Background: an optimization exercise with open tools, aiming at small area and a short achievable clock period. Do not read the settings as production practice. In this exercise RTL edits were held to simulation tests only and were not proved equivalent to the original.

==> inputs of trial 19 <==
// fpu
module fpu (
    input  wire        clk,
    input  wire        rst_n,
    input  wire [31:0] rs1_data,
    input  wire [31:0] rs2_data,
    input  wire [31:0] rs3_data,
    input  wire [6:0]  funct7,
    input  wire [2:0]  funct3,
    input  wire        fp_op,
    input  wire [2:0]  frm,
    output reg  [31:0] result,
    output wire [4:0]  flags,
    output wire        ready,
    output wire [2:0]  latency
);
Settings: LEC_CHECK=0, ABC_AREA=1, CAP_MARGIN=20, CORE_MARGIN=2, CORE_UTILIZATION=60, CTS_CLUSTER_SIZE=30, SETUP_SLACK_MARGIN=4.5, SLEW_MARGIN=20; clock period 8.5 ns.
run.sh (not shown) runs the stock make flow with config.mk's settings and CLKGATE_MAP_FILE= SYNTH_SCRIPT=/design/flow/synth_recipe.tcl, a recipe that flattens the netlist after the stock synthesis.
==> trial 84 (differences from trial 19) <==
--- a/flow/design.v
+++ b/flow/design.v
@@ -644,15 +644,15 @@
   wire t88 = (rows[45] & rows[93]) | (rows[45] & rows[141]) | (rows[93] & rows[141]);
   wire t89 = rows[46] ^ rows[94] ^ rows[142];
   wire t90 = (rows[46] & rows[94]) | (rows[46] & rows[142]) | (rows[94] & rows[142]);
   wire t91 = rows[47] ^ rows[95] ^ rows[143];
   wire t92 = (rows[47] & rows[95]) | (rows[47] & rows[143]) | (rows[95] & rows[143]);
   wire [47:0] r0 = {t91, t89, t87, t85, t83, t81, t79, t77, t75, t73, t71, t69, t67, t65, t63, t61, t59, t57, t55, t53, t51, t49, t47, t45, t43, t41, t39, t37, t35, t33, t31, t29, t27, t25, t23, t21, t19, t17, t15, t13, t11, t9, t7, t5, t3, t1, rows[1], rows[0]};
   wire [47:0] r1 = {t90, t88, t86, t84, t82, t80, t78, t76, t74, t72, t70, t68, t66, t64, t62, t60, t58, t56, t54, t52, t50, t48, t46, t44, t42, t40, t38, t36, t34, t32, t30, t28, t26, t24, t22, t20, t18, t16, t14, t12, t10, t8, t6, t4, t2, rows[98], 1'b0, rows[48]};
-  fpu_pfx_add #(.N(48)) cpa (.a(r0), .b(r1), .s(p));
+  assign p = r0 + r1;
 endmodule
 module fpu_booth_enc (
     input  wire [23:0] b,
     output wire [36:0] benc
 );
   wire [26:0] ye = {2'b00, b, 1'b0};
   wire [11:0] one, two, neg;
@@ -667,20 +667,19 @@
 module fpu_adder (
     input  wire [47:0] a,
     input  wire [47:0] b,
     input  wire        sub,
     output wire [48:0] sum,
     output wire        neg
 );
-    wire [47:0] x  = a ^ b;
-    wire [47:0] t  = x ^ {48{sub}};          
-    wire [47:0] g0 = a & (b ^ {48{sub}});    
+    wire [47:0] bb = sub ? ~b : b;
+    wire [47:0] t  = a ^ bb;
     wire [47:0] gl [0:6];
     wire [47:0] pl [0:6];
-    assign gl[0] = g0;
+    assign gl[0] = a & bb;
     assign pl[0] = t;
     genvar l, i;
     generate
         for (l = 0; l < 6; l = l + 1) begin : lvl
             for (i = 0; i < 48; i = i + 1) begin : bit_
                 if ((i >> l) & 1) begin : comb
                     localparam integer J = ((i >> l) << l) - 1;
@@ -693,46 +692,19 @@
             end
         end
     endgenerate
     wire [47:0] G = gl[6];
     wire [47:0] P = pl[6];
     wire gall = G[47];
     wire pall = P[47];
-    wire eac  = sub & gall;                   
-    wire [47:0] Gm = {G[46:0], 1'b0};
-    wire [47:0] Pm = {P[46:0], 1'b1};
-    wire [47:0] k  = eac ? ~(Gm | Pm) : Gm;
-    assign sum = {~sub & gall, x ^ k};
-    assign neg = sub & ~gall & ~pall;
-endmodule
-module fpu_pfx_add #(parameter N = 48, parameter L = 6) (
-    input  wire [N-1:0] a,
-    input  wire [N-1:0] b,
-    output wire [N-1:0] s
-);
-    wire [N-1:0] gl [0:L];
-    wire [N-1:0] pl [0:L];
-    assign gl[0] = a & b;
-    assign pl[0] = a ^ b;
-    genvar l, i;
-    generate
-        for (l = 0; l < L; l = l + 1) begin : lvl
-            for (i = 0; i < N; i = i + 1) begin : b_
-                if ((i >> l) & 1) begin : c
-                    localparam integer J = ((i >> l) << l) - 1;
-                    assign gl[l+1][i] = gl[l][i] | (pl[l][i] & gl[l][J]);
-                    assign pl[l+1][i] = pl[l][i] & pl[l][J];
-                end else begin : p
-                    assign gl[l+1][i] = gl[l][i];
-                    assign pl[l+1][i] = pl[l][i];
-                end
-            end
-        end
-    endgenerate
-    assign s = pl[0] ^ {gl[L][N-2:0], 1'b0};
+    wire cin = sub & gall;
+    wire [47:0] c = {G[46:0] | (P[46:0] & {47{cin}}), cin};
+    wire inv = sub & ~gall;
+    assign sum = {~sub & gall, t ^ c ^ {48{inv}}};
+    assign neg = inv & ~pall;
 endmodule
 module fpu_lza (
     input  wire [47:0] a,
     input  wire [47:0] b,
     output wire [5:0]  count
 );
     wire [47:0] p = a ^ b;
==> impl_metrics.tcl <==
set metrics [dict create \
    synth_xor_area_share_pct 10.55 \
    regArea_um2 11410 \
    synth_top_area_share_pct 26.04 \
    inv_count 887 \
    post-place-ws_ns 2.758 \
    status "finished clean" \
    critPathMaxFanout 3 \
    comb_power_share_pct 66.1 \
    max_stage_delay_ns 0.19 \
    initial_core_util_pct 60.54 \
    nets 6366 \
    r2r_cells 8 \
    met3_usage_pct 7.009 \
    synth_compound_area_share_pct 16.25 \
    yosysUniqueCellTypes 63 \
    die_w_um 272.3 \
    clkLatencyLatePin_ns 0.65 \
    clock_cell_area_share_pct 4.559 \
]
[end of results for trial 84]
==> impl_metrics.tcl <==
set metrics [dict create \
    status "finished clean" \
    initial_core_util_pct 60.72 \
    post-place-ws_ns 3.325 \
    avgViaCountPerCell 5.776 \
    comb_power_share_pct 64.8 \
    met3_usage_pct 5.816 \
    regArea_um2 11410 \
    yosysUniqueCellTypes 71 \
    critPathMaxFanout 2 \
    inv_count 941 \
    nets 6523 \
    die_w_um 273.4 \
    max_stage_delay_ns 0.20 \
    synth_top_area_share_pct 25.83 \
    post-route-util_pct 67.48 \
    synth_xor_area_share_pct 8.920 \
    seq_cell_count 568 \
    cts.sinks 568 \
]
[end of results for trial 19]

[static timing again, ports no longer ideal]
Ports are ideal in the flow. The routed layouts listed here were re-timed in OpenROAD.
Step 1 (the two cells are an assumption about what drives the block):
set clk [get_ports {clk}]
set_driving_cell -lib_cell sky130_fd_sc_hd__clkbuf_16 $clk
set_driving_cell -lib_cell sky130_fd_sc_hd__buf_2 [delete_from_list [all_inputs] $clk]
Step 2 also shifts input and output timing later by t, the mid clock arrival at the registers, as if the neighbouring blocks saw the same clock.
a / b / c = ideal / step 1 / step 2; a / b = the first two.
run | t, ns | slack for setup (ns) | worst hold slack (ns) | worst setup path at the end | worst register clock-pin slew, ns
trial 19 | 0.712 | 4.365 / 4.334 / 4.150 | 0.317 / 0.317 / 0.317 | input to register | 0.07 / 0.07
trial 84 | 0.704 | 4.395 / 4.361 / 4.153 | 0.319 / 0.319 / 0.319 | input to register | 0.07 / 0.07
After both steps setup and hold are still met in every run listed. The setup slack of trial 84, which loses most, moves by -0.034 ns with the drivers and by -0.242 ns with both steps.
